Context: an optimization exercise on an open-source flow, tuned for small area, a short achievable clock period and few clock cycles per item. The choices shown serve that exercise and are no tape-out recipe.
The RTL was checked by simulation tests, not by an equivalence proof against the original design.
No activity file was given, so power comes from the tool's default toggle rates.

Design restoring_divider, start of the top module:
module restoring_divider #(
  parameter DIV_WIDTH = 16
) (
  input                      clk,
  input                      rst_n,
  input                      start,
  input                      sign,
  input      [DIV_WIDTH-1:0] in1,
  input      [DIV_WIDTH-1:0] in2,
  output     [DIV_WIDTH-1:0] q,
  output     [DIV_WIDTH-1:0] r,
  output reg                 ready
);
export LEC_CHECK = 0
export CAP_MARGIN = 20
export CORE_MARGIN = 2
export CORE_UTILIZATION = 40
export SLEW_MARGIN = 20
create_clock -name core_clock -period 15.0 [get_ports {clk}]
standard.sh (not shown) runs the stock make flow with config.mk's settings and CLKGATE_MAP_FILE= SYNTH_SCRIPT=/design/flow/synth_recipe.tcl, a recipe that flattens the netlist after the stock synthesis.
==> flow/flow/run.sh <==
#!/bin/bash
# Standard ORFS layout (the standard.sh, standard synthesis), with two
# layout choices: plain buf_1 cells as the port buffers, and timing repair
# aiming for 10.3 ns of setup slack (a tighter target than the 15 ns clock
# needs). The SDC and clock period are unchanged. make's output goes to
# flow_make.log; each ORFS step keeps its own log under orfs/logs.
set -uo pipefail
bash standard.sh "BUFFER_PORTS_ARGS=-buffer_cell sky130_fd_sc_hd__buf_1" SETUP_SLACK_MARGIN=10.3  finish > flow_make.log 2>&1
The starting point finished clean.
Testbench counts at the start, summed over its fixed seeds: cycles 18,830, items 1,600.
Next try:
==> flow/flow/run.sh (replaced) <==
#!/bin/bash
# Standard ORFS layout (the standard.sh, standard synthesis), with two
# layout choices: plain buf_1 cells as the port buffers, and timing repair
# aiming for 10.7 ns of setup slack (a tighter target than the 15 ns clock
# needs). The SDC and clock period are unchanged. make's output goes to
# flow_make.log; each ORFS step keeps its own log under orfs/logs.
set -uo pipefail
bash standard.sh "BUFFER_PORTS_ARGS=-buffer_cell sky130_fd_sc_hd__buf_1" SETUP_SLACK_MARGIN=10.7 CTS_BUF_LIST=sky130_fd_sc_hd__clkbuf_4 finish > flow_make.log 2>&1
=>
- first-iteration DRC count rose by about 21%
- cell area is lower by about 0.75%
- routed wire length climbs by about 2%
- synthesized area is unchanged
Next try:
--- a/flow/flow/run.sh
+++ b/flow/flow/run.sh
@@ -6,3 +6,3 @@
 # flow_make.log; each ORFS step keeps its own log under orfs/logs.
 set -uo pipefail
-bash standard.sh "BUFFER_PORTS_ARGS=-buffer_cell sky130_fd_sc_hd__buf_1" SETUP_SLACK_MARGIN=10.7 CTS_BUF_LIST=sky130_fd_sc_hd__clkbuf_4 finish > flow_make.log 2>&1
+bash standard.sh "BUFFER_PORTS_ARGS=-buffer_cell sky130_fd_sc_hd__buf_1" SETUP_SLACK_MARGIN=10.7 CORE_UTILIZATION=60 finish > flow_make.log 2>&1
Result: Worst setup slack gains 0.044 ns. Count of clock-buffer cells in the layout does not change. Final area is unchanged. Fmax rises by about 1%. Power is higher by about 6%. Area after synthesis does not change. Synthesized cell count stays the same. Critical path depth is unchanged. Routed wire length shrinks by 6.5%. Die area shrinks by 32%. Non-clock buffer count fell by 1.

* * *

Another version of the RTL of restoring_divider (not shown whole).
Size: ~69 I/O pins.
Settings: LEC_CHECK=0, CAP_MARGIN=20, CORE_MARGIN=2, CORE_UTILIZATION=40, SLEW_MARGIN=20; clock period 15.0 ns.
==> flow/flow/run.sh <==
#!/bin/bash
# Standard ORFS layout (the standard.sh, standard synthesis), with two
# layout choices: plain buf_1 cells as the port buffers, and timing repair
# aiming for 10.7 ns of setup slack (a tighter target than the 15 ns clock
# needs). The SDC and clock period are unchanged. make's output goes to
# flow_make.log; each ORFS step keeps its own log under orfs/logs.
set -uo pipefail
bash standard.sh "BUFFER_PORTS_ARGS=-buffer_cell sky130_fd_sc_hd__buf_1" SETUP_SLACK_MARGIN=10.7  finish > flow_make.log 2>&1
Testbench counts at the start, summed over its fixed seeds: cycles 18,830, items 1,600.
Rerun with:
--- a/flow/flow/run.sh
+++ b/flow/flow/run.sh
@@ -6,3 +6,3 @@
 # flow_make.log; each ORFS step keeps its own log under orfs/logs.
 set -uo pipefail
-bash standard.sh "BUFFER_PORTS_ARGS=-buffer_cell sky130_fd_sc_hd__buf_1" SETUP_SLACK_MARGIN=10.7  finish > flow_make.log 2>&1
+bash standard.sh "BUFFER_PORTS_ARGS=-buffer_cell sky130_fd_sc_hd__buf_1" SETUP_SLACK_MARGIN=10.7 REMOVE_ABC_BUFFERS=1 finish > flow_make.log 2>&1
Outcome: Setup slack got worse by 0.015 ns. Non-clock buffer count is unchanged. Combinational power stays flat. Area after synthesis does not change. Register-to-register slack got worse by 0.08 ns. Global-route usage rises by 0.27 points. Wire length rises by 3.5%. Design area rises by 0.46%.
Rerun with:
==> flow/flow/run.sh (replaced) <==
#!/bin/bash
# Standard ORFS layout (the standard.sh, standard synthesis), with two
# layout choices: plain buf_1 cells as the port buffers, and timing repair
# aiming for 10.9 ns of setup slack (a tighter target than the 15 ns clock
# needs). The SDC and clock period are unchanged. make's output goes to
# flow_make.log; each ORFS step keeps its own log under orfs/logs.
set -uo pipefail
bash standard.sh "BUFFER_PORTS_ARGS=-buffer_cell sky130_fd_sc_hd__buf_1" SETUP_SLACK_MARGIN=10.9  finish > flow_make.log 2>&1
=> The changed run went through all stages and came out clean; maximum frequency increases slightly; sequential cell count does not change; clock power is about the same; routed wire length hardly moves.

* * *

== exp/nickel ==
RTL: one of the versions met above, not the one the previous note started from.
Size: roughly 470 cells after synthesis, ~69 I/O pins, roughly 4300 sq um of cells after synthesis.
==> flow/config.mk <==
export PLATFORM = sky130hd
export DESIGN_NAME = restoring_divider
export DESIGN_NICKNAME = restoring_divider
export VERILOG_FILES = /design/flow/design.v
export SDC_FILE = /design/flow/constraint.sdc
export NUM_CORES = 4
export LEC_CHECK = 0
export CAP_MARGIN = 20
export CORE_MARGIN = 2
export CORE_UTILIZATION = 40
export SLEW_MARGIN = 20
==> flow/constraint.sdc <==
create_clock -name core_clock -period 15.0 [get_ports {clk}]
set_input_delay 3.0000 -clock core_clock [delete_from_list [all_inputs] [get_ports {clk}]]
set_output_delay 3.0000 -clock core_clock [all_outputs]
set_load 0.01 [all_outputs]
==> flow/flow/run.sh <==
#!/bin/bash
# Standard ORFS layout, with timing repair aiming for 10.5 ns of setup slack
# (a tighter target than the 15 ns clock needs); the SDC is unchanged.
set -uo pipefail
bash standard.sh SETUP_SLACK_MARGIN=10.5 finish > flow_make.log 2>&1
exp/nickel has completed all stages; timing, DRC and antenna checks passed.
Testbench counts of exp/nickel, summed over its fixed seeds: cycles 18,830, items 1,600.
Inputs modified between exp/nickel and exp/delta:
==> flow/flow/run.sh <==
#!/bin/bash
# Standard ORFS layout (the standard.sh, standard synthesis), with two
# layout choices: plain buf_1 cells as the port buffers, and timing repair
# aiming for 11 ns of setup slack (a tighter target than the 15 ns clock
# needs). The SDC and clock period are unchanged. make's output goes to
# flow_make.log; each ORFS step keeps its own log under orfs/logs.
set -uo pipefail
bash standard.sh "BUFFER_PORTS_ARGS=-buffer_cell sky130_fd_sc_hd__buf_1" SETUP_SLACK_MARGIN=11  finish > flow_make.log 2>&1
==> comparison <==
Diff exp/nickel and exp/delta: routed via count divided by cell count higher in exp/nickel. A most common cell after layout, fill and taps aside of sky130_fd_sc_hd__clkdlybuf4s50_1 is what exp/nickel shows, while sky130_fd_sc_hd__buf_1 belongs to exp/delta. Comparing exp/delta against exp/nickel, there is no change at all in remaining global-route overflow. Compared exp/nickel against exp/delta; via count within noise. For exp/delta, the slowest cell on the critical path was sky130_fd_sc_hd__nand2_2, unlike exp/nickel, where it was sky130_fd_sc_hd__clkdlybuf4s50_1. Taking exp/nickel as the reference point, the largest stage delay on the critical path of exp/delta falls by 260 ps. Compared exp/nickel against exp/delta; power dissipated in combinational cells within noise. exp/delta does better than exp/nickel on final period demand of the worst path.

* * *

Another version of the RTL of restoring_divider (not shown whole).
For scale: about 490 cells after synthesis, about 58 flip-flops, roughly 69 I/O pins.
export LEC_CHECK = 0
export CAP_MARGIN = 20
export CORE_MARGIN = 2
export CORE_UTILIZATION = 40
export SLEW_MARGIN = 20
create_clock -name core_clock -period 15.0 [get_ports {clk}]
==> flow/flow/run.sh <==
#!/bin/bash
# Standard ORFS layout (the standard.sh, standard synthesis), with two
# layout choices: plain buf_1 cells as the port buffers, and timing repair
# aiming for 10.7 ns of setup slack (a tighter target than the 15 ns clock
# needs). The SDC and clock period are unchanged. make's output goes to
# flow_make.log; each ORFS step keeps its own log under orfs/logs.
set -uo pipefail
bash standard.sh "BUFFER_PORTS_ARGS=-buffer_cell sky130_fd_sc_hd__buf_1" SETUP_SLACK_MARGIN=10.7 CORE_UTILIZATION=60 PLACE_DENSITY=0.8 finish > flow_make.log 2>&1
The starting point ran to the end with no violations.
Testbench counts at the start, summed over its fixed seeds: cycles 18,830, items 1,600.
Next try:
--- a/flow/flow/run.sh
+++ b/flow/flow/run.sh
@@ -8 +8 @@
-bash standard.sh "BUFFER_PORTS_ARGS=-buffer_cell sky130_fd_sc_hd__buf_1" SETUP_SLACK_MARGIN=10.7 CORE_UTILIZATION=60 PLACE_DENSITY=0.8 finish > flow_make.log 2>&1
+bash standard.sh "BUFFER_PORTS_ARGS=-buffer_cell sky130_fd_sc_hd__buf_1" SETUP_SLACK_MARGIN=10.7  finish > flow_make.log 2>&1
After rerunning: The new run passed the timing, DRC and antenna checks; routed wire length goes up by 1.7%; critical path depth stays the same; worst setup slack barely changes; first-iteration DRC count goes down by 3.7%.

* * *

RTL: one of the versions met above, not the one the previous note started from.
Size: roughly 58 flip-flops, ~69 I/O pins.
clock: 15.0 ns
lec_check: 0
cap_margin: 20
core_margin: 2
core_utilization: 40
slew_margin: 20
==> flow/flow/run.sh <==
#!/bin/bash
# Standard ORFS layout (the standard.sh, standard synthesis), with two
# layout choices: plain buf_1 cells as the port buffers, and timing repair
# aiming for 10.6 ns of setup slack (a tighter target than the 15 ns clock
# needs). The SDC and clock period are unchanged. make's output goes to
# flow_make.log; each ORFS step keeps its own log under orfs/logs.
set -uo pipefail
bash standard.sh "BUFFER_PORTS_ARGS=-buffer_cell sky130_fd_sc_hd__buf_1" SETUP_SLACK_MARGIN=10.6  finish > flow_make.log 2>&1
Testbench counts at the start, summed over its fixed seeds: cycles 18,830, items 1,600.
Edit:
==> flow/flow/run.sh (replaced) <==
#!/bin/bash
# Standard ORFS layout (the standard.sh, standard synthesis), with two
# layout choices: plain buf_1 cells as the port buffers, and timing repair
# aiming for 10.8 ns of setup slack (a tighter target than the 15 ns clock
# needs). The SDC and clock period are unchanged. make's output goes to
# flow_make.log; each ORFS step keeps its own log under orfs/logs.
set -uo pipefail
bash standard.sh "BUFFER_PORTS_ARGS=-buffer_cell sky130_fd_sc_hd__buf_1" SETUP_SLACK_MARGIN=10.8  finish > flow_make.log 2>&1
After rerunning:
- The changed run completed without violations
- cell area is higher by 0.49%
- setup slack barely changes
- clock-buffer cell count grows by 1
- sequential cell count is unchanged
- utilization rose by 0.23 points
- combinational power stays flat
- synthesized cell count is unchanged
- power goes up by 3.1%
- routed wire length went up by 1.2%
- via count rises by about 1.5%

-- what the ideal ports hide --
Ports are ideal in the flow. The routed layouts listed here were re-timed in OpenROAD. Step 1 (the two cells are an assumption about what drives the block):
set clk [get_ports {clk}]
set_driving_cell -lib_cell sky130_fd_sc_hd__clkbuf_16 $clk
set_driving_cell -lib_cell sky130_fd_sc_hd__buf_2 [delete_from_list [all_inputs] $clk]
Step 2 moves the port delays by t, midway between the first and last clock arrival at a register: inputs arrive t later, outputs are due t later. That takes back most of the time a late clock gives input paths. a / b / c = ideal / step 1 / step 2; a / b = the first two.
| run | t (ns) | setup slack, ns | hold WS [ns] | worst setup path after step 2 | worst slew at a driven data input, ns |
|---|---|---|---|---|---|
| the first run of note 1 | 0.384 | 10.515 / 10.481 / 10.426 | 0.510 / 0.510 / 0.510 | input to register | 0.04 |
| the second run of note 1 | 0.452 | 10.762 / 10.730 / 10.439 | 0.515 / 0.515 / 0.515 | input to register | 0.04 |
| the third run of note 1 | 0.372 | 10.805 / 10.775 / 10.503 | 0.522 / 0.522 / 0.522 | input to register | 0.04 |
| the first run of note 2 | 0.379 | 10.900 / 10.866 / 10.622 | 0.537 / 0.537 / 0.537 | input to register | 0.04 |
| the second run of note 2 | 0.374 | 10.885 / 10.853 / 10.534 | 0.538 / 0.538 / 0.538 | input to register | 0.03 |
| the third run of note 2 | 0.371 | 10.927 / 10.894 / 10.723 | 0.518 / 0.518 / 0.518 | input to register | 0.04 |
| exp/nickel | 0.375 | 10.517 / 10.481 / 10.338 | 0.509 / 0.509 / 0.509 | input to register | 0.04 |
| exp/delta | 0.370 | 10.989 / 10.991 / 10.629 | 0.530 / 0.530 / 0.530 | input to register | 0.03 |
| the first run of note 4 | 0.369 | 10.896 / 10.865 / 10.536 | 0.457 / 0.457 / 0.457 | input to register | 0.04 |
| the second run of note 4 | 0.369 | 10.898 / 10.864 / 10.554 | 0.464 / 0.464 / 0.464 | input to register | 0.03 |
| the first run of note 5 | 0.382 | 10.897 / 10.863 / 10.628 | 0.537 / 0.537 / 0.537 | input to register | 0.04 |
| the second run of note 5 | 0.369 | 10.894 / 10.861 / 10.583 | 0.517 / 0.517 / 0.517 | input to register | 0.04 |
After both steps setup and hold are still met in every run listed.
